What follows belongs to an exercise in optimizing a design on an open flow for small area, a short achievable clock period and few clock cycles; a production flow would make more cautious choices.
In this exercise RTL edits were held to simulation tests only and were not proved equivalent to the original.
No activity file was given, so power comes from the tool's default toggle rates.

== trial 41 ==
==> flow/design.v <==
module alu (a, b, sub, fn, res, flags);
  input  [31:0] a, b;
  input         sub;      
  input  [3:0]  fn;
  output [31:0] res;
  output [3:0]  flags;    
  wire [31:0] bx  = b ^ {32{sub}};
  wire [32:0] s33 = {1'b0, a} + {1'b0, bx} + {32'h0, sub};
  wire [31:0] sum = s33[31:0];
  wire        c   = s33[32] ^ sub;            
  wire        v   = (a[31] == bx[31]) && (sum[31] != a[31]);
  wire [31:0] cz = {a[30:0] | bx[30:0], sub};
  wire        z  = &(~(a ^ bx ^ cz));
  assign flags = {c, v, sum[31], z};
  reg [31:0] lg;
  always @(*)
    case (fn[1:0])
      2'b00: lg = ~a;
      2'b01: lg = a | b;
      2'b10: lg = a & b;
      default: lg = a ^ b;
    endcase
  wire        left = fn[0];                   
  wire [4:0]  k    = b[4:0];
  wire [4:0]  amt  = left ? (5'd0 - k) : k;
  wire [31:0] r0   = amt[0] ? {a[0],     a[31:1]}  : a;
  wire [31:0] r1   = amt[1] ? {r0[1:0],  r0[31:2]} : r0;
  wire [31:0] r2   = amt[2] ? {r1[3:0],  r1[31:4]} : r1;
  wire [31:0] r3   = amt[3] ? {r2[7:0],  r2[31:8]} : r2;
  wire [31:0] rot  = amt[4] ? {r3[15:0], r3[31:16]} : r3;
  wire [31:0] mr   = 32'hFFFFFFFF >> k;
  wire [31:0] ml   = 32'hFFFFFFFF << k;
  wire        big  = |b[31:5];
  reg  [31:0] sh;
  always @(*)
    case (fn[1:0])
      2'b10: sh = big ? 32'h0 : (rot & mr);
      2'b11: sh = big ? 32'h0 : (rot & ml);
      default: sh = rot;
    endcase
  reg [31:0] r;
  always @(*)
      case (fn[3:2])
        2'b00: r = sum;
        2'b01: r = lg;
        2'b10: r = sh;
        default: r = 32'h0;
      endcase
  assign res = r;
endmodule
module rf (clk, ra, rb, wa, wd, we, da, db);
  input         clk;
  input  [3:0]  ra, rb, wa;
  input  [31:0] wd;
  input         we;
  output [31:0] da, db;
  reg [31:0] r [1:15];
  always @(posedge clk)
    if (we && wa != 4'd0)
      r[wa] <= wd;
  reg [31:0] oa, ob;
  integer i;
  always @(*) begin
    oa = 32'h0;
    ob = 32'h0;
    for (i = 1; i < 16; i = i + 1) begin
      oa = oa | (r[i] & {32{ra == i}});
      ob = ob | (r[i] & {32{rb == i}});
    end
  end
  assign da = oa;
  assign db = ob;
endmodule
module sisc (clk, rst_f, imem_addr, imem_data, wb_en, wb_reg, wb_data, halted);
  input         clk, rst_f;
  output [15:0] imem_addr;
  input  [31:0] imem_data;
  output        wb_en;
  output [3:0]  wb_reg;
  output [31:0] wb_data;
  output        halted;
  reg  [15:0] pc;         
  reg         stop;       
  reg         halted;
  reg  [3:0]  stat;
  reg         x_alu, x_setst, x_sub;
  reg  [3:0]  x_rd, x_fn;
  reg  [31:0] x_a, x_b;
  reg         wb_en;
  reg  [3:0]  wb_reg;
  reg  [31:0] wb_data;
  assign imem_addr = pc;
  wire [31:0] ins  = imem_data;
  wire [3:0]  op   = ins[31:28];
  wire [3:0]  mm   = ins[27:24];
  wire [3:0]  rd   = ins[23:20];
  wire [3:0]  rs   = ins[19:16];
  wire [3:0]  rt   = ins[15:12];
  wire [15:0] imm  = ins[15:0];
  wire [3:0]  fn   = ins[3:0];
  wire f_alu  = ~stop & (op == 4'd8);
  wire f_addi = (mm == 4'd8);
  wire f_br   = ~stop & (op[3:2] == 2'b01);
  wire f_hlt  = ~stop & (op == 4'd15);
  wire [31:0] a = x_a;
  wire [31:0] b = x_b;
  wire [31:0] res;
  wire [3:0]  flags;
  alu u_alu (.a(a), .b(b), .sub(x_sub), .fn(x_fn), .res(res), .flags(flags));
  wire [3:0] stat_now = x_setst ? flags : stat;
  wire        cond   = |(mm & stat_now);
  wire        taken  = f_br & (cond ^ op[1]);
  wire [15:0] pc1    = pc + 16'd1;
  wire [15:0] target = op[0] ? (pc1 + imm) : imm;
  wire fwa = x_alu & (x_rd != 4'd0) & (rs == x_rd);
  wire fwb = x_alu & (x_rd != 4'd0) & (rt == x_rd);
  wire [31:0] ra, rb;
  rf u_rf (.clk(clk), .ra(rs), .rb(rt), .wa(x_rd), .wd(res), .we(x_alu),
           .da(ra), .db(rb));
  always @(posedge clk, negedge rst_f)
    if (!rst_f) begin
      pc     <= 16'h0;
      stop   <= 1'b0;
      halted <= 1'b0;
      x_alu  <= 1'b0;
      wb_en  <= 1'b0;
    end else begin
      if (!stop)
        pc <= taken ? target : pc1;
      stop   <= stop | f_hlt;
      halted <= stop;
      x_alu  <= f_alu;
      wb_en  <= x_alu;
    end
  always @(posedge clk) begin
    stat    <= stat_now;
    x_setst <= f_alu & (f_addi | fn == 4'd1 | fn == 4'd2);
    x_sub   <= ~f_addi & (fn == 4'd2);
    x_fn    <= f_addi ? 4'd0 : fn;
    x_rd    <= rd;
    x_a     <= fwa ? res : ra;
    x_b     <= f_addi ? {{16{imm[15]}}, imm} : (fwb ? res : rb);
    wb_reg  <= x_rd;
    wb_data <= res;
  end
endmodule
clock: 12.0 ns
lec_check: 0
cap_margin: 20
core_margin: 2
core_utilization: 40
slew_margin: 20
standard.sh (not shown) runs the stock make flow with config.mk's settings and CLKGATE_MAP_FILE= SYNTH_SCRIPT=/design/flow/synth_recipe.tcl, a recipe that flattens the netlist after the stock synthesis.
==> flow/flow/run.sh <==
#!/bin/bash
# Layout flow: the standard flow (standard synthesis, floorplan, placement,
# CTS, routing) at the design's clock period and constraints; only the
# setup-repair target of ORFS's repair_timing is raised, so that it keeps
# shortening the critical paths well below the 12 ns period.
set -euo pipefail
bash standard.sh SETUP_SLACK_MARGIN=8 finish > make_finish.log 2>&1
Testbench counts of trial 41, summed over its fixed seeds: cycles 42,914.
diff inputs: trial 41 => build 70
- setting CTS_CLUSTER_DIAMETER to 100 for the first time
- setting CTS_CLUSTER_SIZE to 25 for the first time
Notes after the runs:
Final cell area: build 70 below trial 41. Looking at proportion of cell area occupied by registers, build 70 sits above trial 41. In the reports for build 70 and trial 41, the smaller global-route track usage on met3 belongs to build 70. Changes observed in build 70 relative to trial 41: switching power fell by 0.00013 W, total length of routed wires fell by 0.55%.

separate check: timing with driven ports:
The flow's constraints put no driver on any port. The routed layouts listed below were extracted and timed again, unchanged, in two steps. Step 1 assumes that a clkbuf_16 drives the clock port and a buf_2 every other input. Step 2 moves the port delays by t, midway between the first and last clock arrival at a register: inputs arrive t later, outputs are due t later. That takes back most of the time a late clock gives input paths. Slacks: ideal / step 1 / step 2; pairs: ideal / step 1.
run | t (ns) | setup WS [ns] | cell pins on the clock port's net
trial 41 | 0.686 | 8.009 / 8.006 / 7.351 | 1
build 70 | 0.677 | 8.002 / 7.966 / 7.342 | 1
After both steps every run listed still meets setup and hold. The setup slack of build 70, which loses most, moves by -0.036 ns with the drivers and by -0.660 ns with both steps.
